Context: an optimization exercise on an open-source flow, tuned for small area, a short achievable clock period and few clock cycles per item. The choices shown serve that exercise and are no tape-out recipe.
The RTL was checked by simulation tests, not by an equivalence proof against the original design.
Power and IR drop assume default switching activity.

## flow/design.v (module list and top-level ports; edited modules follow where they fit)
// module trng: 62 lines
// module drbg: 218 lines
// module cdt_fast: 248 lines
// module cdt_rom: 123 lines
// module masked_gaussian_system_multi_sigma: 144 lines
// module ks_add: 26 lines
// module cmp_gt: 28 lines
// module incdec: 17 lines
// module cbase_calc: 20 lines
// module out_stage: 15 lines
module masked_gaussian_system_multi_sigma #(
    parameter PRECISION = 64,
    parameter TABLE_SIZE = 21,
    parameter X_MIN = -10,
    parameter X_MAX = 10,
    parameter SAMPLE_WIDTH = 16,
    parameter CENTER_WIDTH = 32,
    parameter CENTER_FRAC_BITS = 16,
    parameter SEED_WIDTH = 256,
    parameter MASK_WIDTH = 32,
    parameter NUM_SIGMA_TABLES = 4,
    parameter SIGMA_SEL_WIDTH = 2
) (
    input wire clk,
    input wire rst,
    input wire start_reseed,
    input wire start_sample,
    input wire [PRECISION-1:0] random_u,
    input wire signed [CENTER_WIDTH-1:0] center,
    input wire [SIGMA_SEL_WIDTH-1:0] sigma_sel,
    output wire signed [SAMPLE_WIDTH-1:0] sample_share0,
    output wire signed [SAMPLE_WIDTH-1:0] sample_share1,
    output wire sample_valid,
    output wire reseeding,
    output wire [SAMPLE_WIDTH-1:0] sample_reconstructed
);
  // ...
==> flow/flow/run.sh <==
#!/bin/bash
# Layout flow: the standard ORFS flow (standard.sh) with these changes:
#  - synthesis is the standard flow's own script (synth_recipe.tcl) with Yosys's full-adder
#    extraction and ABC mapping steps wrapped by flow/synth_cones.tcl: the
#    logic between the ports and the registers is mapped for delay, the rest
#    for area (the registers come out of synthesis as in the standard flow);
#  - the port buffers are sky130_fd_sc_hd__buf_2 cells.
# Settings such as the utilization and the repair margin come from config.mk.
set -euo pipefail
HERE="$(cd "$(dirname "${BASH_SOURCE[0]}")" && pwd)"
WORK="$(dirname "$HERE")"
cd "$WORK"
export MY_ABC_FAST="$HERE/abc_fast.script"
export MY_ABC_AREA="$HERE/abc_area.script"
export MY_CONES="cbh_r*,cbh1_r*,cbl_r* idx_r*,c5_r*,busy*,vld* outputs gtc_r*,eqc_r*"
{
  echo "source $HERE/synth_cones.tcl"
  echo "source $WORK/synth_recipe.tcl"
} > "$WORK/flow_synth.tcl"
bash standard.sh "SYNTH_SCRIPT=$WORK/flow_synth.tcl" \
  "BUFFER_PORTS_ARGS=-buffer_cell sky130_fd_sc_hd__buf_2" \
  finish > "$WORK/flow_make.log" 2>&1
==> flow/flow/abc_area.script <==
strash
&get -n
&fraig -x
&put
dc2
strash
&get -n
&dch -f
&nf -D 1500
&put
buffer -c
upsize -D 1500 -c
dnsize -D 1500 -c
stime -p
==> flow/flow/abc_fast.script <==
strash
&get -n
&fraig -x
&put
dc2
strash
&get -n
&dch -f
&nf -D 100
&put
==> flow/flow/synth_cones.tcl <==
# Sourced before synth_recipe.tcl (the standard flow's synthesis script, unchanged). It
# wraps two Yosys steps of ORFS's synth.tcl:
#  - extract_fa: full/half-adder extraction, skipped for the logic that feeds
#    the registers named in MY_CONES and for the logic that drives the outputs;
#  - abc: that same logic is mapped first, group by group, with a
#    delay-oriented ABC script (MY_ABC_FAST), then the rest of the design with
#    an area-oriented one (MY_ABC_AREA).
# Registers are mapped before both steps and are not touched by them.
proc cone_args {cone} {
  if {$cone eq "outputs"} { return [list o:* %cie*] }
  set sel {}
  set n 0
  foreach r [split $cone ","] {
    lappend sel c:$r
    if {$n > 0} { lappend sel %u }
    incr n
  }
  return [list {*}$sel %ci1:+\[D\] %cie*]
}
proc extract_fa {args} {
  set all {}
  set n 0
  foreach cone $::env(MY_CONES) {
    lappend all {*}[cone_args $cone]
    if {$n > 0} { lappend all %u }
    incr n
  }
  yosys select -set iocones {*}$all
  yosys select -set nocone * @iocones %d
  yosys extract_fa {*}$args @nocone
}
proc abc {args} {
  set i [lsearch $args -script]
  set fast [lreplace $args $i [expr {$i + 1}] -script $::env(MY_ABC_FAST)]
  set area [lreplace $args $i [expr {$i + 1}] -script $::env(MY_ABC_AREA)]
  foreach cone $::env(MY_CONES) {
    yosys select -set cone {*}[cone_args $cone]
    yosys abc {*}$fast @cone
  }
  yosys abc {*}$area
}
==> flow/standard.sh <==
#!/bin/bash
# synth_recipe.tcl (not shown) runs the flow's synth.tcl, then flattens the netlist and writes it again
# the make line also repeats each setting of config.mk as NAME=value (left out here)
make -C /OpenROAD-flow-scripts/flow DESIGN_CONFIG=/design/flow/config.mk WORK_HOME=/design/flow/orfs CLKGATE_MAP_FILE= SYNTH_SCRIPT=/design/flow/synth_recipe.tcl "${@:-finish}"
==> flow/config.mk <==
export PLATFORM = sky130hd
export DESIGN_NAME = masked_gaussian_system_multi_sigma
export DESIGN_NICKNAME = masked_gaussian_system_multi_sigma
export VERILOG_FILES = /design/flow/design.v
export SDC_FILE = /design/flow/constraint.sdc
export NUM_CORES = 8
export LEC_CHECK = 0
export CAP_MARGIN = 20
export CORE_MARGIN = 2
export CORE_UTILIZATION = 50
export SETUP_SLACK_MARGIN = 5
export SLEW_MARGIN = 20
==> flow/constraint.sdc <==
create_clock -name core_clock -period 9.0 [get_ports {clk}]
set_input_delay 1.8000 -clock core_clock [delete_from_list [all_inputs] [get_ports {clk}]]
set_output_delay 1.8000 -clock core_clock [all_outputs]
set_load 0.01 [all_outputs]
==> results.txt, run 1 <==
Final Power 7.15 mW; synthesized flop and latch total between 150 and 200; crit-path max cell delay 0.55 ns; Synth Area in Adders 0.823%; Routed WL roughly 69000 µm; post_cts resized 37; Setup crit start center[15]; core box area between 0.03 and 0.04 mm²; CTS tree yes; Net Sw Power 3.72 mW; area of the multi-input gates roughly 0.012 mm²; dominant kind of cell multi-input gates; grt met1 use 51.3%; Filler cells 2698; mux share of post-synthesis cell area 1.20%; Syn. warnings 6; met3 Use GR 13.0%; Area growth syn-to-layout 14.5%; largest area contributor in the netlist xnor2_1; vias in the first global route 17.2k; number of H-tree levels 4; IO Port Bufs 136; hold path start rs1; CP max FO 5; outcome complete, no violations; CLK BUF 19; pre-CTS setup slack approximately 3.5 ns; clock buffer depth 2; top cells by area, synth xnor2_1 13%, dfxtp_1 9.6%, nand2_1 7.8%; DRC viols 0; routed wl met3 just over 8000 µm; Pint 3.43 mW; Logic inverters 51; most common cell in the netlist nand2_1; clk sinks 157; global placement routability congestion 1.04; crit path buf inv count 1
Testbench counts, summed over its fixed seeds: cycles 2,108, samples 2,048.
==> run 2: changes to the inputs <==
--- a/flow/flow/run.sh
+++ b/flow/flow/run.sh
@@ -13,4 +13,5 @@
 export MY_ABC_FAST="$HERE/abc_fast.script"
 export MY_ABC_AREA="$HERE/abc_area.script"
+export MY_FAST_DONT_USE="$HERE/fast_dont_use.txt"
 export MY_CONES="cbh_r*,cbh1_r*,cbl_r* idx_r*,c5_r*,busy*,vld* outputs gtc_r*,eqc_r*"
 {
==> flow/flow/abc_area.script (replaced) <==
strash
dch -f
amap
==> flow/flow/fast_dont_use.txt (new file) <==
sky130_fd_sc_hd__a2111o_1
sky130_fd_sc_hd__a2111o_2
sky130_fd_sc_hd__a2111o_4
sky130_fd_sc_hd__a2111oi_0
sky130_fd_sc_hd__a2111oi_1
sky130_fd_sc_hd__a2111oi_2
sky130_fd_sc_hd__a2111oi_4
sky130_fd_sc_hd__a21boi_0
sky130_fd_sc_hd__a221o_1
sky130_fd_sc_hd__a221o_2
sky130_fd_sc_hd__a221o_4
sky130_fd_sc_hd__a221oi_1
sky130_fd_sc_hd__a221oi_2
sky130_fd_sc_hd__a221oi_4
sky130_fd_sc_hd__a222oi_1
sky130_fd_sc_hd__a311o_1
sky130_fd_sc_hd__a311o_2
sky130_fd_sc_hd__a311o_4
sky130_fd_sc_hd__a311oi_1
sky130_fd_sc_hd__a311oi_2
sky130_fd_sc_hd__a311oi_4
sky130_fd_sc_hd__a32o_1
sky130_fd_sc_hd__a32o_2
sky130_fd_sc_hd__a32o_4
sky130_fd_sc_hd__a32oi_1
sky130_fd_sc_hd__a32oi_2
sky130_fd_sc_hd__a32oi_4
sky130_fd_sc_hd__a41o_1
sky130_fd_sc_hd__a41o_2
sky130_fd_sc_hd__a41o_4
sky130_fd_sc_hd__a41oi_1
sky130_fd_sc_hd__a41oi_2
sky130_fd_sc_hd__a41oi_4
sky130_fd_sc_hd__and2_0
sky130_fd_sc_hd__and4_1
sky130_fd_sc_hd__and4_2
sky130_fd_sc_hd__and4_4
sky130_fd_sc_hd__and4b_1
sky130_fd_sc_hd__and4b_2
sky130_fd_sc_hd__and4b_4
sky130_fd_sc_hd__and4bb_1
sky130_fd_sc_hd__and4bb_2
sky130_fd_sc_hd__and4bb_4
sky130_fd_sc_hd__einvn_0
sky130_fd_sc_hd__mux4_1
sky130_fd_sc_hd__mux4_2
sky130_fd_sc_hd__mux4_4
sky130_fd_sc_hd__nand4_1
sky130_fd_sc_hd__nand4_2
sky130_fd_sc_hd__nand4_4
sky130_fd_sc_hd__nand4b_1
sky130_fd_sc_hd__nand4b_2
sky130_fd_sc_hd__nand4b_4
sky130_fd_sc_hd__nand4bb_1
sky130_fd_sc_hd__nand4bb_2
sky130_fd_sc_hd__nand4bb_4
sky130_fd_sc_hd__nor4_1
sky130_fd_sc_hd__nor4_2
sky130_fd_sc_hd__nor4_4
sky130_fd_sc_hd__nor4b_1
sky130_fd_sc_hd__nor4b_2
sky130_fd_sc_hd__nor4b_4
sky130_fd_sc_hd__nor4bb_1
sky130_fd_sc_hd__nor4bb_2
sky130_fd_sc_hd__nor4bb_4
sky130_fd_sc_hd__o2111a_1
sky130_fd_sc_hd__o2111a_2
sky130_fd_sc_hd__o2111a_4
sky130_fd_sc_hd__o2111ai_1
sky130_fd_sc_hd__o2111ai_2
sky130_fd_sc_hd__o2111ai_4
sky130_fd_sc_hd__o21ai_0
sky130_fd_sc_hd__o221a_1
sky130_fd_sc_hd__o221a_2
sky130_fd_sc_hd__o221a_4
sky130_fd_sc_hd__o221ai_1
sky130_fd_sc_hd__o221ai_2
sky130_fd_sc_hd__o221ai_4
sky130_fd_sc_hd__o311a_1
sky130_fd_sc_hd__o311a_2
sky130_fd_sc_hd__o311a_4
sky130_fd_sc_hd__o311ai_0
sky130_fd_sc_hd__o311ai_1
sky130_fd_sc_hd__o311ai_2
sky130_fd_sc_hd__o311ai_4
sky130_fd_sc_hd__o32a_1
sky130_fd_sc_hd__o32a_2
sky130_fd_sc_hd__o32a_4
sky130_fd_sc_hd__o32ai_1
sky130_fd_sc_hd__o32ai_2
sky130_fd_sc_hd__o32ai_4
sky130_fd_sc_hd__o41a_1
sky130_fd_sc_hd__o41a_2
sky130_fd_sc_hd__o41a_4
sky130_fd_sc_hd__o41ai_1
sky130_fd_sc_hd__o41ai_2
sky130_fd_sc_hd__o41ai_4
sky130_fd_sc_hd__or2_0
sky130_fd_sc_hd__or4_1
sky130_fd_sc_hd__or4_2
sky130_fd_sc_hd__or4_4
sky130_fd_sc_hd__or4b_1
sky130_fd_sc_hd__or4b_2
sky130_fd_sc_hd__or4b_4
sky130_fd_sc_hd__or4bb_1
sky130_fd_sc_hd__or4bb_2
sky130_fd_sc_hd__or4bb_4
--- a/flow/flow/synth_cones.tcl
+++ b/flow/flow/synth_cones.tcl
@@ -4,6 +4,8 @@
 #    the registers named in MY_CONES and for the logic that drives the outputs;
 #  - abc: that same logic is mapped first, group by group, with a
-#    delay-oriented ABC script (MY_ABC_FAST), then the rest of the design with
-#    an area-oriented one (MY_ABC_AREA).
+#    delay-oriented ABC script (MY_ABC_FAST) that may not use the cells listed
+#    in MY_FAST_DONT_USE (slow cells with four-high stacks and the weakest
+#    drive strengths), then the rest of the design with an area-oriented one
+#    (MY_ABC_AREA).
 # Registers are mapped before both steps and are not touched by them.
 proc cone_args {cone} {
@@ -33,4 +35,7 @@
   set i [lsearch $args -script]
   set fast [lreplace $args $i [expr {$i + 1}] -script $::env(MY_ABC_FAST)]
+  set f [open $::env(MY_FAST_DONT_USE)]
+  foreach c [split [string trim [read $f]] "\n"] { lappend fast -dont_use $c }
+  close $f
   set area [lreplace $args $i [expr {$i + 1}] -script $::env(MY_ABC_AREA)]
   foreach cone $::env(MY_CONES) {
--- a/flow/config.mk
+++ b/flow/config.mk
@@ -9,4 +9,5 @@
 export CORE_MARGIN = 2
 export CORE_UTILIZATION = 50
+export PLACE_DENSITY = 0.65
 export SETUP_SLACK_MARGIN = 5
 export SLEW_MARGIN = 20
==> run 2 against run 1 <==
Total power shrank 9.8%. Via count grew 11%. Clock skew rose by 0.018 ns. Worst setup slack better by 0.028 ns. Register-to-register slack barely moved. Maximum frequency is 0.70% higher. Critical endpoint is now gtc_r[3]. First-iteration DRC count grew 18%. Combinational power is 11% lower. Still clean. Largest power group unchanged. Critical path depth increased by 3. Utilization grew 1.1 points. Synthesized area fell by 5.7%.
==> results.txt, run 2 <==
clk sinks 157 (unchanged); Pre-antenna DRT Iters 11 (was 8); largest net degree at the start of global routing 75 (was 70); clock buffer depth 2 (unchanged); register area share after synthesis 25.1% (was 23.7%); cts bufs inserted 17 (unchanged); RSZ-0062 raised after global routing yes (unchanged); fin nets 2472 (was 2315); synthesized flop and latch total 157 (unchanged); Pint 2.89 mW (was 3.43 mW); vias per cell 7.26 (was 6.89); Clk pwr share 11.5% (was 10.4%); Yosys cell types 54 (was 86); FF-to-FF Start idx_r[3] (was idx_r[4]); pwr/cell area 379 mW/mm² (was 403 mW/mm²); outcome complete, no violations (unchanged); reg2reg end gtc_r[3] (was eqc_r[1]); Syn Area/Cell 6.75 µm² (was 7.44 µm²); post-route cell area 0.0170 mm² (was 0.0178 mm²); chip width 175 µm (was 180 µm); die height 175 µm (was 180 µm); Ports 152 (unchanged); global-route wire length before repair 107000 µm (was 104000 µm); DRC viols 0 (unchanged); number of H-tree levels 4 (unchanged); placed cell count 2710 (was 2565); Area growth syn-to-layout 16.4% (was 14.5%); Net Sw Power 3.57 mW (was 3.72 mW); top flop regs trng_inst.wa: 32 flops, trng_inst.wb: 32 flops, drbg_inst.ah: 25 flops (unchanged); crit path buf inv count 0 (was 1); full die area 0.0306 mm² (was 0.0324 mm²); IO Port Bufs 136 (unchanged); post-synthesis instance area 0.0146 mm² (was 0.0155 mm²); worst path required time 9.40 ns (was 9.35 ns); Cells after Synth 2166 (was 2084); Post-DP HPWL 50400 µm (was 49000 µm); Worst path slowest cell nor2_1 (was or4b_1); WS Path Type reg2reg (was in2reg); number of synthesized flops with an enable pin 14 (unchanged); Rows 62 (was 64); CP max FO 14 (was 5); crit share post-route 44.2% (was 44.5%); clock-pin slew on the worst setup and hold paths 0.07 ns (about the same); grt met1 use 55.2% (was 51.3%); Worst R2R Path Depth 12 (unchanged); Synth top cells by count 278 x nor2_1, 255 x o22ai_1, 214 x nand2_1 (was 323 x nand2_1, 238 x xnor2_1, 181 x nor2_1); Primary FF master, synth dfxtp_1 (unchanged); most frequent cells in the layout 272 x nor2_1, 253 x o22ai_1, 210 x nand2_1, 199 x a21oi_1, 175 x clkinv_1 (was 322 x nand2_1, 236 x xnor2_1, 174 x nor2_1, 135 x buf_2, 128 x a21oi_1); final hold viol count 0 (unchanged); top cells by area, synth o22ai_1 11%, dfxtp_1 10%, nor2_1 7.1% (was xnor2_1 13%, dfxtp_1 9.6%, nand2_1 7.8%); initial antenna violation count 2 (unchanged); largest area contributor in the netlist o22ai_1 (was xnor2_1); crit-path max cell delay 0.82 ns (was 0.55 ns); Gate power share 67.7% (was 68.4%); Starting DRT DRC Count 3596 (was 3056); via count 20.0k (was 18.0k); Post-Place Cell Area 0.0160 mm² (was 0.0166 mm²); CTS root buf clkbuf_16 (unchanged); hold path start rs1 (unchanged); setup TNS 0 ns (unchanged); Routed Antenna Nets 0 (unchanged); CP top delay family simple AND/OR/NAND/NOR gates (unchanged); Finished Layout Cells 2761 (was 2617); GRT Total Usage 44.7% (was 41.5%); R2R setup slack 5.02 ns (was 5.01 ns); share of cells above drive strength 1 12.5% (was 15.1%); leak pwr 6.60 nW (was 6.89 nW); sequential share of power 20.8% (was 21.2%); CP startpoint kind flip-flop (was primary input); CTS tree yes (unchanged); Worst-Skew Late Latency 0.47 ns (was 0.46 ns); GRT met2 Usage 68.4% (was 64.1%); hold buffer count at CTS 0 (unchanged); max-cap viol count 0 (unchanged); most common cell in the netlist nor2_1 (was nand2_1); vias in the first global route 18.4k (was 17.2k); Tmin final 3.98 ns (was 4.01 ns); global placement routability congestion 1.10 (was 1.04); Syn. warnings 6 (unchanged); crit path DAT 4.38 ns (was 4.36 ns); starting density of the core 50.8% (was 50.7%); Filler cells 2640 (was 2698); asr flop ratio synth 43.9% (unchanged); Synth top area share 10.9% (was 13.4%); switch share 55.3% (was 52.1%); hold endpoint rs2 (unchanged); Worst VDD drop 0.297 mV (was 0.368 mV); Post-Synthesis Net Count 2275 (was 2193); Max Clock Freq 251 MHz (was 250 MHz); routed len/inst 25.9 µm (was 26.5 µm); worst-margin pin slew 1.14 ns (was 1.10 ns); Routed WL 71400 µm (was 69300 µm); met3 Use GR 15.3% (was 13.0%); GR Overflow Total 0 (unchanged); Final Max Slew Viols 0 (unchanged); hold depth 0 (unchanged); final setup skew 0.0307 ns (was 0.0125 ns); Worst Hold Class reg2reg (unchanged); crit-path cells nand3b_1 > nor2_1 > nand3b_1 > nor2_1 > a21o_1 > a31o_1 > a31oi_1 > nor3b_1 > and3_1 > nand3_1 > a21oi_1 > a211o_1 (was buf_2 > nand2b_1 > o211ai_1 > a31oi_2 > nor4_4 > nor4b_4 > or4b_1 > o21ai_0 > nand2b_1); slew margin rel. 24.0% (was 26.4%); GRT busiest layer met2 (unchanged); commonest non-fill, non-tap cell in the layout nor2_1 (was nand2_1); core box area 0.0288 mm² (was 0.0306 mm²); final-report setup violation count 0 (unchanged); crit path capture type flip-flop (unchanged)
==> run 2: cell types whose count changed after synthesis, sizes merged, moves of 67 or more <==
cell and delta:
a21oi +70, clkinv +137, nand2 -109, nor2 +97, o22ai +235, xnor2 -209
xor2 -67
==> run 2: worst max path at each step <==
stage	endpoint	slack, ns	startpoint	cells after the start
floorplan	trng_inst.wa[10]	3.96	start_reseed	3
global placement	eqc_r[1]	3.82	idx_r[4]	14
detailed placement	eqc_r[1]	3.92	idx_r[4]	14
CTS	gtc_r[1]	4.98	idx_r[2]	14
global route	gtc_r[3]	4.88	idx_r[4]	12
finish	gtc_r[3]	5.02	idx_r[3]	12
==> run 2: timing repair <==
action,in CTS,in global routing
hold endpoints to repair,0,0
endpoints found under the setup margin,15,21
pin swaps,3,8
gates cloned,0,3
buffers inserted,2,13
gates resized for setup,27,35
==> run 2: metal layers <==
layer | wire (µm) | part of all wire (%)
met1 | 25900 | 36
met2 | 30200 | 42
met3 | 9980 | 14
met4 | 5210 | 7.3
met5 | 24 | 0.034
==> run 2: metrics by stage <==
step           hold slack (ns)  power, mW  worst slack [ns]  utilization, %
4_1_cts                  0.451       6.01              4.98            58.0
5_1_grt                  0.462       6.70              4.88            59.1
3_3_place_gp             0.433       5.15              3.82            55.5
2_1_floorplan            0.421       3.83              3.96               -
6_report                 0.449       6.45              5.02            59.2
3_5_place_dp             0.443       5.19              3.92            55.5
==> run 2: layout make-up <==
type | count | area [µm²] | area share, %
multi-input combinational | 1826 | 10500 | 61.5
sequential | 157 | 3690 | 21.7
timing repair buffer | 180 | 1110 | 6.51
inverter | 181 | 706 | 4.15
tap | 384 | 480 | 2.82
clock buffer | 19 | 443 | 2.60
clock inverter | 13 | 130 | 0.764
antenna | 1 | 2.50 | 0.0147
==> run 2: cell families after synthesis <==
kind of cell / after synthesis / synth area share, %
flip-flops: 157 / 25.1
AND/OR/NAND/NOR: 862 / 27.0
AO/OA/AOI/OAI: 868 / 36.9
XOR/XNOR: 70 / 4.29
buffers and inverters: 183 / 4.75
adder cells (fa/ha/maj): 15 / 1.15
multiplexers: 11 / 0.847
==> run 2: power by group through the flow <==
stage / Clock [mW] / Combinational [mW] / Sequential (mW)
floorplan: 0 / 2.54 / 1.29
global placement: 0 / 3.84 / 1.31
detailed placement: 0 / 3.87 / 1.32
CTS: 0.739 / 3.96 / 1.31
global route: 0.766 / 4.58 / 1.36
finish: 0.741 / 4.37 / 1.34
==> module cdt_rom, before the edit <==
module cdt_rom (
    input  wire [1:0]  sel,
    input  wire [4:0]  idx,
    output wire [51:0] k,
    output wire        last
);
    wire [19:0] d;
    genvar g;
    generate
        for (g = 0; g < 16; g = g + 1) begin : dlo
            assign d[g] = ~idx[4] & (idx[3:0] == g);
        end
        for (g = 16; g < 20; g = g + 1) begin : dhi
            assign d[g] = idx[4] & (idx[1:0] == g - 16);
        end
    endgenerate
    assign k[0] = sel[1] ? (sel[0] ? (1'b0) : (d[0] | d[1] | d[2] | d[3] | d[4]))
                   : (sel[0] ? (d[3] | d[4]) : (d[0] | d[1] | d[4] | d[5]));
    assign k[1] = sel[1] ? (sel[0] ? (d[0] | d[2] | d[3]) : (d[0] | d[4]))
                   : (sel[0] ? (d[0] | d[1] | d[4]) : (d[2] | d[4] | d[5]));
    assign k[2] = sel[1] ? (sel[0] ? (d[0] | d[4]) : (d[0] | d[1]))
                   : (sel[0] ? (d[2] | d[4]) : (d[0] | d[4]));
    assign k[3] = sel[1] ? (sel[0] ? (d[1] | d[2]) : (d[2] | d[5]))
                   : (sel[0] ? (d[2] | d[3]) : (d[0] | d[2] | d[4]));
    assign k[4] = sel[1] ? (sel[0] ? (d[0] | d[1] | d[3] | d[4]) : (1'b0))
                   : (sel[0] ? (d[0] | d[1] | d[6]) : (d[0] | d[1] | d[3] | d[4]));
    assign k[5] = sel[1] ? (sel[0] ? (d[0] | d[2] | d[3] | d[4] | d[5]) : (d[0] | d[1] | d[2] | d[4] | d[5] | d[6]))
                   : (sel[0] ? (d[0] | d[2] | d[3]) : (d[0] | d[1] | d[3] | d[4] | d[6]));
    assign k[6] = sel[1] ? (sel[0] ? (d[0] | d[1] | d[2] | d[3] | d[5]) : (d[1] | d[2] | d[6]))
                   : (sel[0] ? (d[0] | d[1] | d[2] | d[3]) : (d[1] | d[3] | d[4]));
    assign k[7] = sel[1] ? (sel[0] ? (d[0] | d[1] | d[4] | d[5]) : (d[1] | d[3] | d[4] | d[6]))
                   : (sel[0] ? (d[1] | d[2] | d[7]) : (d[0] | d[2] | d[4] | d[5] | d[6] | d[7]));
    assign k[8] = sel[1] ? (sel[0] ? (d[1] | d[5] | d[6]) : (d[0] | d[4] | d[5]))
                   : (sel[0] ? (d[0] | d[1] | d[2] | d[4]) : (d[1] | d[2] | d[3] | d[4]));
    assign k[9] = sel[1] ? (sel[0] ? (d[0] | d[1] | d[2] | d[3] | d[6]) : (d[5]))
                   : (sel[0] ? (d[2] | d[4] | d[5] | d[6] | d[7]) : (d[0] | d[3] | d[5] | d[6]));
    assign k[10] = sel[1] ? (sel[0] ? (d[3] | d[5] | d[6] | d[7] | d[8] | d[9]) : (d[0] | d[5] | d[6] | d[8] | d[9]))
                   : (sel[0] ? (d[0] | d[2] | d[3] | d[6] | d[8]) : (d[2] | d[3] | d[4] | d[6] | d[7] | d[8]));
    assign k[11] = sel[1] ? (sel[0] ? (d[0] | d[2] | d[4] | d[5] | d[6] | d[7] | d[8] | d[9] | d[10] | d[15] | d[16] | d[17] | d[19]) : (d[1] | d[2] | d[7] | d[8] | d[9] | d[12] | d[13] | d[14] | d[17] | d[18] | d[19]))
                   : (sel[0] ? (d[2] | d[3] | d[4] | d[5] | d[6] | d[7] | d[9] | d[10] | d[12] | d[14] | d[15] | d[19]) : (d[3] | d[4] | d[5] | d[8] | d[12] | d[13] | d[14] | d[17]));
    assign k[12] = sel[1] ? (sel[0] ? (d[7] | d[9] | d[11] | d[13] | d[14] | d[15] | d[16] | d[17] | d[19]) : (d[0] | d[4] | d[6] | d[8] | d[9] | d[12] | d[14] | d[15] | d[17] | d[18]))
                   : (sel[0] ? (d[0] | d[3] | d[4] | d[5] | d[7] | d[8] | d[10] | d[11] | d[13] | d[17]) : (d[3] | d[5] | d[7] | d[8] | d[13] | d[15] | d[17]));
    assign k[13] = sel[1] ? (sel[0] ? (d[1] | d[2] | d[3] | d[5] | d[7] | d[9] | d[11] | d[13] | d[15] | d[18] | d[19]) : (d[1] | d[6] | d[10] | d[11] | d[12] | d[14] | d[15] | d[17] | d[19]))
                   : (sel[0] ? (d[0] | d[2] | d[3] | d[7] | d[9] | d[11] | d[13] | d[14] | d[15]) : (d[0] | d[4] | d[5] | d[6] | d[8] | d[12] | d[16] | d[17] | d[19]));
    assign k[14] = sel[1] ? (sel[0] ? (d[0] | d[2] | d[4] | d[5] | d[7] | d[9] | d[11] | d[13] | d[16] | d[18]) : (d[0] | d[1] | d[6] | d[8] | d[10] | d[12] | d[14] | d[15] | d[17]))
                   : (sel[0] ? (d[1] | d[3] | d[6] | d[10] | d[11] | d[12] | d[14] | d[15] | d[17] | d[18] | d[19]) : (d[0] | d[2] | d[11] | d[12] | d[13] | d[14] | d[15] | d[16]));
    assign k[15] = sel[1] ? (sel[0] ? (d[1] | d[4] | d[6] | d[10] | d[11] | d[12] | d[14] | d[16] | d[17] | d[19]) : (d[1] | d[6] | d[7] | d[8] | d[9] | d[14] | d[15] | d[17] | d[19]))
                   : (sel[0] ? (d[0] | d[3] | d[4] | d[5] | d[6] | d[8] | d[10] | d[12] | d[17] | d[18]) : (d[0] | d[1] | d[3] | d[8] | d[12] | d[13] | d[14] | d[15] | d[17] | d[18]));
    assign k[16] = sel[1] ? (sel[0] ? (d[0] | d[1] | d[3] | d[4] | d[5] | d[9] | d[11] | d[12] | d[13] | d[17]) : (d[0] | d[2] | d[4] | d[5] | d[9] | d[11] | d[12] | d[13] | d[18]))
                   : (sel[0] ? (d[0] | d[1] | d[2] | d[6] | d[7] | d[8] | d[10] | d[14] | d[15] | d[16]) : (d[3] | d[6] | d[9] | d[10] | d[11] | d[12] | d[14] | d[15] | d[17] | d[18] | d[19]));
    assign k[17] = sel[1] ? (sel[0] ? (d[0] | d[1] | d[2] | d[3] | d[4] | d[5] | d[10] | d[11] | d[12] | d[13]) : (d[2] | d[3] | d[4] | d[6] | d[9] | d[11] | d[12] | d[14] | d[16] | d[18] | d[19]))
                   : (sel[0] ? (d[1] | d[2] | d[7] | d[9] | d[11] | d[13] | d[14] | d[15] | d[16] | d[19]) : (d[0] | d[2] | d[6] | d[8] | d[9] | d[12] | d[14] | d[15] | d[16] | d[18]));
    assign k[18] = sel[1] ? (sel[0] ? (d[0] | d[3] | d[10] | d[11] | d[12] | d[13] | d[14] | d[15] | d[17] | d[18]) : (d[3] | d[4] | d[7] | d[9] | d[11] | d[13] | d[14] | d[17] | d[18] | d[19]))
                   : (sel[0] ? (d[1] | d[2] | d[3] | d[5] | d[7] | d[8] | d[9] | d[13] | d[15] | d[19]) : (d[0] | d[2] | d[3] | d[4] | d[6] | d[7] | d[9] | d[11] | d[14] | d[18]));
    assign k[19] = sel[1] ? (sel[0] ? (d[2] | d[8] | d[10] | d[12] | d[13] | d[14] | d[15] | d[16] | d[18] | d[19]) : (d[1] | d[2] | d[3] | d[5] | d[6] | d[7] | d[9] | d[11] | d[15] | d[19]))
                   : (sel[0] ? (d[0] | d[5] | d[6] | d[7] | d[9] | d[11] | d[15] | d[16] | d[17] | d[18]) : (d[0] | d[2] | d[3] | d[5] | d[9] | d[11] | d[12] | d[13] | d[15] | d[18]));
    assign k[20] = sel[1] ? (sel[0] ? (d[1] | d[4] | d[5] | d[7] | d[9] | d[11] | d[13] | d[16] | d[17] | d[19]) : (d[0] | d[1] | d[5] | d[6] | d[7] | d[9] | d[11] | d[15] | d[16] | d[17]))
                   : (sel[0] ? (d[0] | d[1] | d[4] | d[8] | d[10] | d[12] | d[13] | d[14] | d[16] | d[17]) : (d[4] | d[6] | d[7] | d[9] | d[11] | d[14] | d[16] | d[17] | d[18] | d[19]));
    assign k[21] = sel[1] ? (sel[0] ? (d[0] | d[1] | d[3] | d[4] | d[7] | d[8] | d[10] | d[13] | d[14] | d[17]) : (d[2] | d[4] | d[7] | d[9] | d[11] | d[13] | d[14] | d[16] | d[18] | d[19]))
                   : (sel[0] ? (d[1] | d[2] | d[3] | d[4] | d[8] | d[9] | d[12] | d[13] | d[14] | d[19]) : (d[2] | d[3] | d[4] | d[5] | d[6] | d[8] | d[9] | d[12] | d[18] | d[19]));
    assign k[22] = sel[1] ? (sel[0] ? (d[0] | d[1] | d[3] | d[7] | d[8] | d[9] | d[13] | d[14] | d[15] | d[17]) : (d[1] | d[4] | d[6] | d[8] | d[9] | d[12] | d[14] | d[16] | d[17] | d[19]))
                   : (sel[0] ? (d[0] | d[1] | d[2] | d[6] | d[7] | d[10] | d[11] | d[14] | d[15] | d[16]) : (d[2] | d[5] | d[6] | d[7] | d[8] | d[9] | d[15] | d[16] | d[18] | d[19]));
    assign k[23] = sel[1] ? (sel[0] ? (d[0] | d[1] | d[2] | d[3] | d[5] | d[6] | d[7] | d[8] | d[10] | d[15]) : (d[3] | d[5] | d[7] | d[9] | d[11] | d[13] | d[15] | d[17] | d[18] | d[19]))
                   : (sel[0] ? (d[1] | d[2] | d[3] | d[4] | d[5] | d[9] | d[11] | d[12] | d[13] | d[19]) : (d[2] | d[4] | d[6] | d[10] | d[11] | d[12] | d[14] | d[16] | d[18] | d[19]));
    assign k[24] = sel[1] ? (sel[0] ? (d[1] | d[2] | d[4] | d[6] | d[9] | d[11] | d[12] | d[14] | d[16] | d[19]) : (d[2] | d[3] | d[10] | d[11] | d[12] | d[13] | d[14] | d[15] | d[18] | d[19]))
                   : (sel[0] ? (d[4] | d[5] | d[8] | d[9] | d[12] | d[13] | d[16] | d[17] | d[18] | d[19]) : (d[5] | d[7] | d[8] | d[9] | d[13] | d[15] | d[16] | d[17] | d[18] | d[19]));
    assign k[25] = sel[1] ? (sel[0] ? (d[0] | d[2] | d[3] | d[4] | d[5] | d[8] | d[9] | d[12] | d[13] | d[18]) : (d[0] | d[2] | d[3] | d[7] | d[8] | d[9] | d[13] | d[14] | d[15] | d[18]))
                   : (sel[0] ? (d[0] | d[5] | d[6] | d[7] | d[8] | d[9] | d[15] | d[16] | d[17] | d[18]) : (d[3] | d[4] | d[6] | d[8] | d[10] | d[12] | d[14] | d[17] | d[18] | d[19]));
    assign k[26] = sel[1] ? (sel[0] ? (d[0] | d[1] | d[2] | d[3] | d[5] | d[6] | d[7] | d[9] | d[11] | d[15]) : (d[0] | d[1] | d[2] | d[3] | d[4] | d[5] | d[6] | d[10] | d[11] | d[12]))
                   : (sel[0] ? (d[0] | d[3] | d[4] | d[5] | d[6] | d[8] | d[10] | d[12] | d[17] | d[18]) : (d[3] | d[8] | d[10] | d[12] | d[13] | d[14] | d[15] | d[17] | d[18] | d[19]));
    assign k[27] = sel[1] ? (sel[0] ? (d[1] | d[2] | d[4] | d[6] | d[7] | d[10] | d[11] | d[14] | d[16] | d[19]) : (d[1] | d[2] | d[5] | d[6] | d[8] | d[9] | d[12] | d[15] | d[16] | d[19]))
                   : (sel[0] ? (d[1] | d[6] | d[8] | d[10] | d[12] | d[14] | d[15] | d[16] | d[17] | d[19]) : (d[4] | d[5] | d[6] | d[10] | d[11] | d[12] | d[16] | d[17] | d[18] | d[19]));
    assign k[28] = sel[1] ? (sel[0] ? (d[0] | d[2] | d[3] | d[7] | d[9] | d[11] | d[13] | d[14] | d[15] | d[18]) : (d[1] | d[6] | d[9] | d[11] | d[12] | d[14] | d[15] | d[16] | d[17] | d[19]))
                   : (sel[0] ? (d[1] | d[2] | d[4] | d[5] | d[6] | d[8] | d[10] | d[12] | d[16] | d[19]) : (d[1] | d[2] | d[4] | d[6] | d[7] | d[9] | d[11] | d[14] | d[16] | d[19]));
    assign k[29] = sel[1] ? (sel[0] ? (d[0] | d[5] | d[6] | d[10] | d[11] | d[12] | d[15] | d[16] | d[17] | d[18]) : (d[0] | d[2] | d[3] | d[4] | d[6] | d[10] | d[11] | d[12] | d[14] | d[18]))
                   : (sel[0] ? (d[1] | d[4] | d[5] | d[6] | d[7] | d[8] | d[9] | d[16] | d[17] | d[19]) : (d[2] | d[4] | d[8] | d[10] | d[12] | d[13] | d[14] | d[16] | d[18] | d[19]));
    assign k[30] = sel[1] ? (sel[0] ? (d[0] | d[1] | d[3] | d[6] | d[8] | d[10] | d[12] | d[14] | d[15] | d[17]) : (d[0] | d[1] | d[2] | d[6] | d[10] | d[11] | d[12] | d[14] | d[15] | d[16]))
                   : (sel[0] ? (d[3] | d[6] | d[9] | d[11] | d[12] | d[14] | d[15] | d[17] | d[18] | d[19]) : (d[2] | d[4] | d[6] | d[7] | d[10] | d[11] | d[14] | d[16] | d[18] | d[19]));
    assign k[31] = sel[1] ? (sel[0] ? (d[4] | d[5] | d[8] | d[10] | d[12] | d[13] | d[16] | d[17] | d[18] | d[19]) : (d[0] | d[4] | d[6] | d[10] | d[11] | d[12] | d[14] | d[16] | d[17] | d[18]))
                   : (sel[0] ? (d[1] | d[2] | d[4] | d[7] | d[8] | d[10] | d[13] | d[14] | d[16] | d[19]) : (d[5] | d[7] | d[8] | d[9] | d[13] | d[15] | d[16] | d[17] | d[18] | d[19]));
    assign k[32] = sel[1] ? (sel[0] ? (d[0] | d[1] | d[2] | d[5] | d[7] | d[10] | d[11] | d[13] | d[15] | d[16]) : (d[0] | d[1] | d[3] | d[5] | d[7] | d[8] | d[10] | d[13] | d[15] | d[17]))
                   : (sel[0] ? (d[2] | d[3] | d[5] | d[6] | d[7] | d[8] | d[9] | d[15] | d[18] | d[19]) : (d[2] | d[3] | d[4] | d[6] | d[7] | d[8] | d[10] | d[14] | d[18] | d[19]));
    assign k[33] = sel[1] ? (sel[0] ? (d[1] | d[2] | d[4] | d[5] | d[7] | d[8] | d[10] | d[13] | d[16] | d[19]) : (d[2] | d[3] | d[6] | d[7] | d[8] | d[10] | d[14] | d[15] | d[18] | d[19]))
                   : (sel[0] ? (d[1] | d[3] | d[4] | d[7] | d[10] | d[11] | d[13] | d[14] | d[17] | d[19]) : (d[4] | d[5] | d[6] | d[9] | d[11] | d[12] | d[16] | d[17] | d[18] | d[19]));
    assign k[34] = sel[1] ? (sel[0] ? (d[0] | d[1] | d[4] | d[7] | d[8] | d[10] | d[13] | d[14] | d[16] | d[17]) : (d[2] | d[3] | d[7] | d[10] | d[11] | d[13] | d[14] | d[15] | d[18] | d[19]))
                   : (sel[0] ? (d[2] | d[5] | d[6] | d[10] | d[11] | d[12] | d[15] | d[16] | d[18] | d[19]) : (d[4] | d[8] | d[9] | d[12] | d[13] | d[14] | d[16] | d[17] | d[18] | d[19]));
    assign k[35] = sel[1] ? (sel[0] ? (d[0] | d[1] | d[4] | d[7] | d[9] | d[11] | d[13] | d[14] | d[16] | d[17]) : (d[1] | d[3] | d[4] | d[10] | d[11] | d[12] | d[13] | d[14] | d[17] | d[19]))
                   : (sel[0] ? (d[5] | d[7] | d[10] | d[11] | d[13] | d[15] | d[16] | d[17] | d[18] | d[19]) : (d[2] | d[5] | d[6] | d[7] | d[10] | d[11] | d[15] | d[16] | d[18] | d[19]));
    assign k[36] = sel[1] ? (sel[0] ? (d[0] | d[1] | d[5] | d[8] | d[10] | d[12] | d[13] | d[15] | d[16] | d[17]) : (d[1] | d[2] | d[3] | d[7] | d[8] | d[10] | d[13] | d[14] | d[15] | d[19]))
                   : (sel[0] ? (d[2] | d[3] | d[4] | d[5] | d[8] | d[10] | d[12] | d[13] | d[18] | d[19]) : (d[3] | d[4] | d[5] | d[6] | d[8] | d[9] | d[12] | d[17] | d[18] | d[19]));
    assign k[37] = sel[1] ? (sel[0] ? (d[3] | d[8] | d[9] | d[12] | d[13] | d[14] | d[15] | d[17] | d[18] | d[19]) : (d[2] | d[4] | d[7] | d[8] | d[10] | d[13] | d[14] | d[16] | d[18] | d[19]))
                   : (sel[0] ? (d[2] | d[5] | d[6] | d[9] | d[11] | d[12] | d[15] | d[16] | d[18] | d[19]) : (d[4] | d[5] | d[10] | d[11] | d[12] | d[13] | d[16] | d[17] | d[18] | d[19]));
    assign k[38] = sel[1] ? (sel[0] ? (d[0] | d[1] | d[2] | d[6] | d[7] | d[8] | d[10] | d[14] | d[15] | d[16]) : (d[1] | d[2] | d[3] | d[4] | d[8] | d[10] | d[12] | d[13] | d[14] | d[19]))
                   : (sel[0] ? (d[3] | d[4] | d[6] | d[7] | d[8] | d[9] | d[14] | d[17] | d[18] | d[19]) : (d[4] | d[6] | d[8] | d[10] | d[12] | d[14] | d[16] | d[17] | d[18] | d[19]));
    assign k[39] = sel[1] ? (sel[0] ? (d[3] | d[4] | d[5] | d[6] | d[7] | d[9] | d[11] | d[17] | d[18] | d[19]) : (d[2] | d[5] | d[8] | d[10] | d[12] | d[13] | d[15] | d[16] | d[18] | d[19]))
                   : (sel[0] ? (d[2] | d[3] | d[4] | d[5] | d[6] | d[7] | d[8] | d[10] | d[18] | d[19]) : (d[4] | d[5] | d[8] | d[10] | d[12] | d[13] | d[16] | d[17] | d[18] | d[19]));
    assign k[40] = sel[1] ? (sel[0] ? (d[3] | d[10] | d[11] | d[12] | d[13] | d[14] | d[15] | d[17] | d[18] | d[19]) : (d[4] | d[6] | d[8] | d[10] | d[12] | d[14] | d[16] | d[17] | d[18] | d[19]))
                   : (sel[0] ? (d[5] | d[7] | d[8] | d[9] | d[13] | d[15] | d[16] | d[17] | d[18] | d[19]) : (d[3] | d[7] | d[8] | d[9] | d[13] | d[14] | d[15] | d[17] | d[18] | d[19]));
    assign k[41] = sel[1] ? (sel[0] ? (d[0] | d[2] | d[5] | d[6] | d[9] | d[11] | d[12] | d[15] | d[16] | d[18]) : (d[2] | d[3] | d[4] | d[5] | d[7] | d[8] | d[9] | d[13] | d[18] | d[19]))
                   : (sel[0] ? (d[9] | d[11] | d[12] | d[13] | d[14] | d[15] | d[16] | d[17] | d[18] | d[19]) : (d[3] | d[6] | d[10] | d[11] | d[12] | d[14] | d[15] | d[17] | d[18] | d[19]));
    assign k[42] = sel[1] ? (sel[0] ? (d[1] | d[2] | d[3] | d[4] | d[7] | d[8] | d[10] | d[13] | d[14] | d[19]) : (d[3] | d[5] | d[6] | d[7] | d[9] | d[11] | d[15] | d[17] | d[18] | d[19]))
                   : (sel[0] ? (d[3] | d[4] | d[6] | d[10] | d[11] | d[12] | d[14] | d[17] | d[18] | d[19]) : (d[4] | d[5] | d[6] | d[8] | d[10] | d[12] | d[16] | d[17] | d[18] | d[19]));
    assign k[43] = sel[1] ? (sel[0] ? (d[3] | d[6] | d[8] | d[9] | d[12] | d[14] | d[15] | d[17] | d[18] | d[19]) : (d[2] | d[7] | d[8] | d[9] | d[13] | d[14] | d[15] | d[16] | d[18] | d[19]))
                   : (sel[0] ? (d[3] | d[4] | d[5] | d[7] | d[8] | d[9] | d[13] | d[17] | d[18] | d[19]) : (d[4] | d[9] | d[11] | d[12] | d[13] | d[14] | d[16] | d[17] | d[18] | d[19]));
    assign k[44] = sel[1] ? (sel[0] ? (d[3] | d[5] | d[6] | d[9] | d[11] | d[12] | d[15] | d[17] | d[18] | d[19]) : (d[4] | d[7] | d[9] | d[11] | d[13] | d[14] | d[16] | d[17] | d[18] | d[19]))
                   : (sel[0] ? (d[3] | d[5] | d[6] | d[7] | d[8] | d[9] | d[15] | d[17] | d[18] | d[19]) : (d[5] | d[7] | d[8] | d[10] | d[13] | d[15] | d[16] | d[17] | d[18] | d[19]));
    assign k[45] = sel[1] ? (sel[0] ? (d[1] | d[2] | d[3] | d[4] | d[5] | d[10] | d[11] | d[12] | d[13] | d[19]) : (d[3] | d[4] | d[7] | d[8] | d[10] | d[13] | d[14] | d[17] | d[18] | d[19]))
                   : (sel[0] ? (d[6] | d[9] | d[11] | d[12] | d[14] | d[15] | d[16] | d[17] | d[18] | d[19]) : (d[6] | d[7] | d[9] | d[11] | d[14] | d[15] | d[16] | d[17] | d[18] | d[19]));
    assign k[46] = sel[1] ? (sel[0] ? (d[3] | d[5] | d[7] | d[8] | d[9] | d[13] | d[15] | d[17] | d[18] | d[19]) : (d[3] | d[7] | d[8] | d[10] | d[13] | d[14] | d[15] | d[17] | d[18] | d[19]))
                   : (sel[0] ? (d[4] | d[5] | d[6] | d[8] | d[10] | d[12] | d[16] | d[17] | d[18] | d[19]) : (d[7] | d[10] | d[11] | d[13] | d[14] | d[15] | d[16] | d[17] | d[18] | d[19]));
    assign k[47] = sel[1] ? (sel[0] ? (d[2] | d[4] | d[8] | d[9] | d[12] | d[13] | d[14] | d[16] | d[18] | d[19]) : (d[3] | d[4] | d[6] | d[10] | d[11] | d[12] | d[14] | d[17] | d[18] | d[19]))
                   : (sel[0] ? (d[4] | d[5] | d[6] | d[7] | d[10] | d[11] | d[16] | d[17] | d[18] | d[19]) : (d[4] | d[7] | d[10] | d[11] | d[13] | d[14] | d[16] | d[17] | d[18] | d[19]));
    assign k[48] = sel[1] ? (sel[0] ? (d[2] | d[5] | d[6] | d[8] | d[10] | d[12] | d[15] | d[16] | d[18] | d[19]) : (d[5] | d[8] | d[10] | d[12] | d[13] | d[15] | d[16] | d[17] | d[18] | d[19]))
                   : (sel[0] ? (d[7] | d[8] | d[9] | d[13] | d[14] | d[15] | d[16] | d[17] | d[18] | d[19]) : (d[8] | d[10] | d[12] | d[13] | d[14] | d[15] | d[16] | d[17] | d[18] | d[19]));
    assign k[49] = sel[1] ? (sel[0] ? (d[3] | d[5] | d[7] | d[8] | d[9] | d[13] | d[15] | d[17] | d[18] | d[19]) : (d[7] | d[9] | d[11] | d[13] | d[14] | d[15] | d[16] | d[17] | d[18] | d[19]))
                   : (sel[0] ? (d[4] | d[5] | d[6] | d[10] | d[11] | d[12] | d[16] | d[17] | d[18] | d[19]) : (d[5] | d[6] | d[9] | d[11] | d[12] | d[15] | d[16] | d[17] | d[18] | d[19]));
    assign k[50] = sel[1] ? (sel[0] ? (d[3] | d[6] | d[8] | d[10] | d[12] | d[14] | d[15] | d[17] | d[18] | d[19]) : (d[4] | d[8] | d[9] | d[12] | d[13] | d[14] | d[16] | d[17] | d[18] | d[19]))
                   : (sel[0] ? (d[6] | d[7] | d[10] | d[11] | d[14] | d[15] | d[16] | d[17] | d[18] | d[19]) : (d[5] | d[7] | d[10] | d[11] | d[13] | d[15] | d[16] | d[17] | d[18] | d[19]));
    assign k[51] = sel[1] ? (sel[0] ? (d[3] | d[5] | d[6] | d[7] | d[8] | d[9] | d[15] | d[17] | d[18] | d[19]) : (d[4] | d[5] | d[7] | d[9] | d[11] | d[13] | d[16] | d[17] | d[18] | d[19]))
                   : (sel[0] ? (d[5] | d[7] | d[8] | d[9] | d[13] | d[15] | d[16] | d[17] | d[18] | d[19]) : (d[5] | d[6] | d[8] | d[9] | d[12] | d[15] | d[16] | d[17] | d[18] | d[19]));
    assign last = sel[1] ? (sel[0] ? (d[3] | d[4] | d[5] | d[6] | d[7] | d[8] | d[9] | d[10] | d[11] | d[12] | d[13] | d[14] | d[15] | d[19]) : (d[4] | d[5] | d[6] | d[7] | d[8] | d[9] | d[10] | d[11] | d[12] | d[13] | d[14] | d[19]))
                   : (sel[0] ? (d[4] | d[5] | d[6] | d[7] | d[8] | d[9] | d[10] | d[11] | d[12] | d[13] | d[14] | d[19]) : (d[5] | d[6] | d[7] | d[8] | d[9] | d[10] | d[11] | d[12] | d[13] | d[19]));
endmodule
==> module masked_gaussian_system_multi_sigma, before the edit <==
module masked_gaussian_system_multi_sigma #(
    parameter PRECISION = 64,
    parameter TABLE_SIZE = 21,
    parameter X_MIN = -10,
    parameter X_MAX = 10,
    parameter SAMPLE_WIDTH = 16,
    parameter CENTER_WIDTH = 32,
    parameter CENTER_FRAC_BITS = 16,
    parameter SEED_WIDTH = 256,
    parameter MASK_WIDTH = 32,
    parameter NUM_SIGMA_TABLES = 4,
    parameter SIGMA_SEL_WIDTH = 2
) (
    input wire clk,
    input wire rst,
    input wire start_reseed,
    input wire start_sample,
    input wire [PRECISION-1:0] random_u,
    input wire signed [CENTER_WIDTH-1:0] center,
    input wire [SIGMA_SEL_WIDTH-1:0] sigma_sel,
    output wire signed [SAMPLE_WIDTH-1:0] sample_share0,
    output wire signed [SAMPLE_WIDTH-1:0] sample_share1,
    output wire sample_valid,
    output wire reseeding,
    output wire [SAMPLE_WIDTH-1:0] sample_reconstructed
);
    reg        rs1;         
    reg        rs2;         
    reg        vld;
    reg        busy;        
    reg        ph;          
    reg        last_r;
    reg [4:0]  idx_r;
    reg [10:0] cbh_r;       
    reg [10:0] cbh1_r;      
    reg [4:0]  cbl_r;       
    reg        c5_r;        
    reg [15:0] m_r;
    reg [1:0]  sel_r;       
    wire [36:0] z;
    wire [15:0] mask;
    wire [4:0]  idx_f;
    wire [19:0] th_f;
    wire        amb;
    wire [52-1:0] k_lo;
    wire        k_last;
    trng trng_inst (
        .clk(clk),
        .rst(rst),
        .step(start_reseed | rs1 | rs2),
        .z(z)
    );
    drbg drbg_inst (
        .clk(clk),
        .load(start_reseed),
        .adv(start_sample),
        .z(z),
        .mask(mask)
    );
    cdt_fast fast_inst (
        .uh(random_u[63:52]),
        .sel(sigma_sel),
        .idx(idx_f),
        .th(th_f),
        .amb(amb)
    );
    cdt_rom rom_inst (
        .sel(sel_r),
        .idx(idx_r),
        .k(k_lo),
        .last(k_last)
    );
    localparam RC = 52 / 4;
    wire [3:0] gtc, eqc;
    genvar ck;
    generate
        for (ck = 0; ck < 4; ck = ck + 1) begin : cmpc
            cmp_gt #(.N(RC)) cmp_i (.a(random_u[RC*ck +: RC]), .b(k_lo[RC*ck +: RC]), .gt(gtc[ck]), .eq(eqc[ck]));
        end
    endgenerate
    reg [3:0] gtc_r, eqc_r;
    wire gt_r = gtc_r[3] | (eqc_r[3] & (gtc_r[2] | (eqc_r[2] & (gtc_r[1] | (eqc_r[1] & gtc_r[0])))));
    wire done = ~gt_r | last_r;
    wire [4:0]  cbase_lo;
    wire [10:0] cbh_f;
    wire [10:0] cbh1_f;
    cbase_calc cbase_inst (.c(center), .lo(cbase_lo), .hi(cbh_f), .hi1(cbh1_f));
    always @(posedge clk or posedge rst) begin
        if (rst) begin
            rs1  <= 1'b0;
            rs2  <= 1'b0;
            vld  <= 1'b0;
            busy <= 1'b0;
            ph   <= 1'b0;
        end else begin
            rs1  <= start_reseed;
            rs2  <= rs1;
            vld  <= (start_sample & ~amb) | (busy & ph & done);
            busy <= (start_sample & amb) | (busy & ~(ph & done));
            ph   <= busy & ~ph;
        end
    end
    wire [31:12] cbl_dec;
    genvar v;
    generate
        for (v = 12; v < 32; v = v + 1) begin : cdec
            assign cbl_dec[v] = (cbase_lo == v) & th_f[31 - v];
        end
    endgenerate
    wire       c5_f = |cbl_dec;
    wire [5:0] idx_inc = {1'b0, idx_r} + {5'd0, ph & gt_r};
    wire [5:0] lo_inc;
    ks_add #(.N(6)) add_inc (.a({1'b0, cbl_r}), .b(idx_inc), .s(lo_inc));
    always @(posedge clk) begin
        if (busy) begin
            idx_r <= idx_inc[4:0];
            c5_r  <= lo_inc[5];
        end else begin
            idx_r <= idx_f;
            c5_r  <= c5_f;
        end
        if (!busy) m_r <= mask;
        cbl_r <= cbase_lo;
        cbh_r <= cbh_f;
        cbh1_r <= cbh1_f;
        gtc_r <= gtc;
        eqc_r <= eqc;
        last_r <= k_last;
        sel_r <= sigma_sel;
    end
    out_stage out_inst (
        .cbl(cbl_r),
        .idx(idx_r),
        .c5(c5_r),
        .cbh(cbh_r),
        .cbh1(cbh1_r),
        .m(m_r),
        .share0(sample_share0),
        .recon(sample_reconstructed)
    );
    assign sample_share1 = m_r;
    assign sample_valid = vld;
    assign reseeding = rs1 | rs2;
endmodule
==> run 3: changes to the inputs <==
--- a/flow/design.v
+++ b/flow/design.v
@@ -529,18 +529,8 @@
 module cdt_rom (
     input  wire [1:0]  sel,
-    input  wire [4:0]  idx,
+    input  wire [19:0] d,            
     output wire [51:0] k,
     output wire        last
 );
-    wire [19:0] d;
-    genvar g;
-    generate
-        for (g = 0; g < 16; g = g + 1) begin : dlo
-            assign d[g] = ~idx[4] & (idx[3:0] == g);
-        end
-        for (g = 16; g < 20; g = g + 1) begin : dhi
-            assign d[g] = idx[4] & (idx[1:0] == g - 16);
-        end
-    endgenerate
     assign k[0] = sel[1] ? (sel[0] ? (1'b0) : (d[0] | d[1] | d[2] | d[3] | d[4]))
                    : (sel[0] ? (d[3] | d[4]) : (d[0] | d[1] | d[4] | d[5]));
@@ -684,4 +674,5 @@
     reg        last_r;
     reg [4:0]  idx_r;
+    reg [19:0] oh_r;        
     reg [10:0] cbh_r;       
     reg [10:0] cbh1_r;      
@@ -719,18 +710,21 @@
     cdt_rom rom_inst (
         .sel(sel_r),
-        .idx(idx_r),
+        .d(oh_r),
         .k(k_lo),
         .last(k_last)
     );
-    localparam RC = 52 / 4;
-    wire [3:0] gtc, eqc;
+    localparam NC = 4;
+    wire [NC-1:0] gtc, eqc;
     genvar ck;
     generate
-        for (ck = 0; ck < 4; ck = ck + 1) begin : cmpc
-            cmp_gt #(.N(RC)) cmp_i (.a(random_u[RC*ck +: RC]), .b(k_lo[RC*ck +: RC]), .gt(gtc[ck]), .eq(eqc[ck]));
+        for (ck = 0; ck < NC; ck = ck + 1) begin : cmpc
+            localparam LO = (52 * ck) / NC;
+            localparam HI = (52 * (ck + 1)) / NC;
+            cmp_gt #(.N(HI - LO)) cmp_i (.a(random_u[HI-1:LO]), .b(k_lo[HI-1:LO]), .gt(gtc[ck]), .eq(eqc[ck]));
         end
     endgenerate
-    reg [3:0] gtc_r, eqc_r;
-    wire gt_r = gtc_r[3] | (eqc_r[3] & (gtc_r[2] | (eqc_r[2] & (gtc_r[1] | (eqc_r[1] & gtc_r[0])))));
+    reg [NC-1:0] gtc_r, eqc_r;
+    wire gt_r;
+    cmp_join #(.N(NC)) join_inst (.g(gtc_r), .e(eqc_r), .gt(gt_r));
     wire done = ~gt_r | last_r;
     wire [4:0]  cbase_lo;
@@ -764,4 +758,12 @@
     wire [5:0] lo_inc;
     ks_add #(.N(6)) add_inc (.a({1'b0, cbl_r}), .b(idx_inc), .s(lo_inc));
+    wire [19:0] oh_f = {th_f[18:0], 1'b1} & ~th_f;
+    always @(posedge clk) begin
+        if (busy) begin
+            if (ph & gt_r) oh_r <= {oh_r[18:0], 1'b0};
+        end else begin
+            oh_r <= oh_f;
+        end
+    end
     always @(posedge clk) begin
         if (busy) begin
@@ -901,2 +903,19 @@
     assign share0 = recon ^ m;
 endmodule
+module cmp_join #(parameter N = 8) (
+    input  wire [N-1:0] g,
+    input  wire [N-1:0] e,
+    output wire         gt
+);
+    generate
+        if (N == 1) begin : leaf
+            assign gt = g[0];
+        end else begin : node
+            localparam H = N / 2;
+            wire gt_hi, gt_lo;
+            cmp_join #(.N(N - H)) hi (.g(g[N-1:H]), .e(e[N-1:H]), .gt(gt_hi));
+            cmp_join #(.N(H)) lo (.g(g[H-1:0]), .e(e[H-1:0]), .gt(gt_lo));
+            assign gt = gt_hi | ((&e[N-1:H]) & gt_lo);
+        end
+    endgenerate
+endmodule
--- a/flow/flow/run.sh
+++ b/flow/flow/run.sh
@@ -5,6 +5,5 @@
 #    logic between the ports and the registers is mapped for delay, the rest
 #    for area (the registers come out of synthesis as in the standard flow);
-#  - the port buffers are sky130_fd_sc_hd__buf_2 cells.
-# Settings such as the utilization and the repair margin come from config.mk.
+#  - the port buffers are sky130_fd_sc_hd__buf_2 cells;
 set -euo pipefail
 HERE="$(cd "$(dirname "${BASH_SOURCE[0]}")" && pwd)"
@@ -14,5 +13,6 @@
 export MY_ABC_AREA="$HERE/abc_area.script"
 export MY_FAST_DONT_USE="$HERE/fast_dont_use.txt"
-export MY_CONES="cbh_r*,cbh1_r*,cbl_r* idx_r*,c5_r*,busy*,vld* outputs gtc_r*,eqc_r*"
+SETUP_MARGIN=5.2
+export MY_CONES="cbh_r*,cbh1_r*,cbl_r* idx_r*,oh_r*,c5_r*,busy*,vld* outputs gtc_r*,eqc_r*"
 {
   echo "source $HERE/synth_cones.tcl"
@@ -21,3 +21,4 @@
 bash standard.sh "SYNTH_SCRIPT=$WORK/flow_synth.tcl" \
   "BUFFER_PORTS_ARGS=-buffer_cell sky130_fd_sc_hd__buf_2" \
+  "SETUP_SLACK_MARGIN=$SETUP_MARGIN" \
   finish > "$WORK/flow_make.log" 2>&1
==> run 3 against run 2 <==
Maximum frequency up 6.0%. Clock power decreased by 0.5%. Highest routed layer unchanged. Critical endpoint is now c5_r. Via count down 3.7%. Worst hold slack better by 0.024 ns. Register-to-register slack improved by 0.46 ns. Sequential share of layout area grew 2.9 points. Sequential power rose by 24%. Largest power group unchanged. Still clean. Combinational power fell by 23%. Die area up 4.2%. Routed wire length shrank 9.3%.
==> results.txt, run 3 <==
top layer in use met5 (unchanged); global placement routability congestion 1.07 (was 1.10); CTS tree yes (unchanged); crit path buf inv count 2 (was 0); IO Port Bufs 136 (unchanged); top flop regs trng_inst.wa: 32 flops, trng_inst.wb: 32 flops, drbg_inst.ah: 25 flops (unchanged); max-cap viol count 0 (unchanged); Syn Area/Cell 6.95 µm² (was 6.75 µm²); largest net degree at the start of global routing 75 (unchanged); clock-pin slew on the worst setup and hold paths 0.07 ns (about the same); Worst Hold Class reg2reg (unchanged); core box area 0.0299 mm² (was 0.0288 mm²); clock buffer depth 2 (unchanged); crit path DAT 4.13 ns (was 4.38 ns); full die area 0.0319 mm² (was 0.0306 mm²); Cells after Synth 2195 (was 2166); hold buffer count at CTS 0 (unchanged); via count 19.3k (was 20.0k); crit path capture type flip-flop (unchanged); Routed Antenna Nets 0 (unchanged); share of cells above drive strength 1 11.4% (was 12.5%); Tmin final 3.75 ns (was 3.98 ns); top cells by area, synth o22ai_1 10%, dfxtp_1 9.7%, nor2_1 7.4% (was o22ai_1 11%, dfxtp_1 10%, nor2_1 7.1%); Syn. warnings 6 (unchanged); Routed WL 64800 µm (was 71400 µm); number of synthesized flops with an enable pin 34 (was 14); GR Overflow Total 0 (unchanged); commonest non-fill, non-tap cell in the layout nor2_1 (unchanged); routed wl met2 28400 µm (was 30200 µm); hold slack 0.473 ns (was 0.449 ns); final setup skew 0.0119 ns (was 0.0307 ns); R2R setup slack 5.48 ns (was 5.02 ns); antenna cells 0 (was 1); leak pwr 6.20 nW (was 6.60 nW); CP startpoint kind primary input (was flip-flop); routed wl met3 7390 µm (was 9980 µm); worst path required time 9.37 ns (was 9.40 ns); Worst path slowest cell nor3_1 (was nor2_1); register area 0.00428 mm² (was 0.00369 mm²); Post-DP HPWL 46200 µm (was 50400 µm); CP max FO 12 (was 14); CTS root buf clkbuf_16 (unchanged); worst-margin pin slew 1.04 ns (was 1.14 ns); asr flop ratio synth 39.0% (was 43.9%); crit-path max cell delay 0.62 ns (was 0.82 ns); routed len/inst 23.3 µm (was 25.9 µm); Post-Synthesis Net Count 2304 (was 2275); final hold viol count 0 (unchanged); clk sinks 177 (was 157); most common cell in the netlist nor2_1 (unchanged); Starting DRT DRC Count 3396 (was 3596); Max Clock Freq 266 MHz (was 251 MHz); Filler cells 2859 (was 2640); cts bufs inserted 17 (unchanged); number of H-tree levels 4 (unchanged); die height 179 µm (was 175 µm); register area share after synthesis 28.0% (was 25.1%); outcome complete, no violations (unchanged); post-synthesis instance area 0.0153 mm² (was 0.0146 mm²); final-report setup violation count 0 (unchanged); Worst VDD drop 0.310 mV (was 0.297 mV); WS Path Type in2reg (was reg2reg); Yosys cell types 52 (was 54); largest area contributor in the netlist o22ai_1 (unchanged); setup TNS 0 ns (unchanged); M1 wire length 24700 µm (was 25900 µm); Primary FF master, synth dfxtp_1 (unchanged); GRT Total Usage 40.1% (was 44.7%); Synth top area share 10.5% (was 10.9%); initial antenna violation count 0 (was 2); area of the multi-input gates 0.0105 mm² (about the same); Ports 152 (unchanged); crit-path cells buf_2 > clkinv_1 > nor2_1 > a21oi_1 > nor3_1 > nor3b_1 > o21bai_1 > a22oi_1 (was nand3b_1 > nor2_1 > nand3b_1 > nor2_1 > a21o_1 > a31o_1 > a31oi_1 > nor3b_1 > and3_1 > nand3_1 > a21oi_1 > a211o_1); Pre-antenna DRT Iters 9 (was 11); pwr/cell area 330 mW/mm² (was 379 mW/mm²); vias in the first global route 17.6k (was 18.4k); RSZ-0062 raised after global routing yes (unchanged); most frequent cells in the layout 297 x nor2_1, 255 x o22ai_1, 203 x a21oi_1, 193 x nand2_1, 177 x clkinv_1 (was 272 x nor2_1, 253 x o22ai_1, 210 x nand2_1, 199 x a21oi_1, 175 x clkinv_1); Rows 63 (was 62); crit share post-route 41.7% (was 44.2%); global-route wire length before repair 98700 µm (was 107000 µm); DRC viols 0 (unchanged); synthesized flop and latch total 177 (was 157); chip width 179 µm (was 175 µm); Final Power 5.75 mW (was 6.45 mW); starting density of the core 51.1% (was 50.8%); slew margin rel. 29.8% (was 24.0%); vias per cell 6.95 (was 7.26); Synth top cells by count 302 x nor2_1, 256 x o22ai_1, 204 x a21oi_1 (was 278 x nor2_1, 255 x o22ai_1, 214 x nand2_1); Area growth syn-to-layout 14.1% (was 16.4%); Final Max Slew Viols 0 (unchanged); Worst-Skew Late Latency 0.45 ns (was 0.47 ns); CP top delay family simple AND/OR/NAND/NOR gates (unchanged); fin nets 2483 (was 2472)
[run 3: changes by cell type after synthesis, moves of 10 or more]
cell      change
edfxtp_1     +20
nand3_1      -17
and2_1       +10
a22oi_1      -17
nor2_1       +24
o21ai_1      -15
or3_1        +26
nand2_1      -20
a31oi_1      -11
nor3_1       +18
[run 3: final cells by class]
class,count,area share (%)
clock buffers,20,2.51
clock inverters,12,0.668
inverters,179,3.86
multi-input cells,1837,60.4
flip-flops and latches,177,24.6
well taps,390,2.80
repair buffers,162,5.14
[run 3: routing by layer]
metal  GRT usage, %  vias to the layer above
met3           9.25                      357
met5          0.641                        -
met4           22.5                        2
li1               -                     8685
met1           51.4                     8816
met2           62.2                     1445
[run 3: repair_timing]
| action | CTS | global route |
|---|---|---|
| setup buffers | 0 | 2 |
| setup endpoints to repair | 8 | 15 |
| resized for setup | 11 | 34 |
| pin swaps | 1 | 7 |
[run 3: final timing paths]
| path | start | end | cells past startpoint |
|---|---|---|---|
| max | sigma_sel[1] | c5_r | 8 |
| min | rs1 | rs2 | 0 |
| max reg2reg | sel_r[0] | gtc_r[0] | 11 |
| min reg2reg | rs1 | rs2 | 0 |
| max in group asynchronous | rst | busy | 3 |
| min in group asynchronous | rst | trng_inst.wa[3] | 3 |
[run 3: cells by family (layout without fill, tap and decap cells)]
group,count (synthesis),after routing,synth area share [%]
compound gates,827,827,33.7
xor+xnor,68,68,3.99
fa+ha+maj,11,11,0.836
buf+inv,181,373,4.50
flops,177,177,28.0
mux,11,11,0.812
simple gates,920,920,28.1
[run 3: power by group]
part | total (mW) | internal, mW | leakage [nW] | switching [mW]
registers | 1.66 | 1.20 | 1.73 | 0.460
clock network | 0.737 | 0.366 | 0.261 | 0.371
logic | 3.36 | 1.08 | 4.20 | 2.27
total | 5.75 | 2.65 | 6.20 | 3.10
[run 3: stage by stage]
step                cells  instance area (µm²)  utilization [%]  setup WS (ns)
finish               2777                17400             58.3           5.25
global route         2777                17400             58.3           5.15
CTS                  2775                17300             57.8           5.20
detailed placement   2743                16700             55.8           4.17
global placement     2743                16700             55.8           4.11
floorplan            2195                15300                -           3.96
Testbench counts of run 3, summed over its fixed seeds: cycles 2,108, samples 2,048.

## port drivers added, routing unchanged
The flow's constraints put no driver on any port. The routed layouts listed below were extracted and timed again, unchanged, in two steps.
Step 1: set_driving_cell puts a clkbuf_16 on clk and a buf_2 on each other input, an assumption about the parent block.
Step 2 also shifts input and output timing later by t, the mid clock arrival at the registers, as if the neighbouring blocks saw the same clock.
Slacks: ideal ports / drivers / drivers and shift; pairs: ideal ports / drivers.
| run | t (ns) | setup slack, ns | pins driven straight from the clock port |
|---|---|---|---|
| run 1 | 0.510 | 4.992 / 4.957 / 4.495 | 1 |
| run 2 | 0.504 | 5.020 / 4.974 / 4.618 | 1 |
| run 3 | 0.499 | 5.247 / 5.211 / 4.773 | 1 |
After both steps setup and hold are still met in every run listed. The setup slack of run 1, which loses most, moves by -0.035 ns with the drivers and by -0.497 ns with both steps.
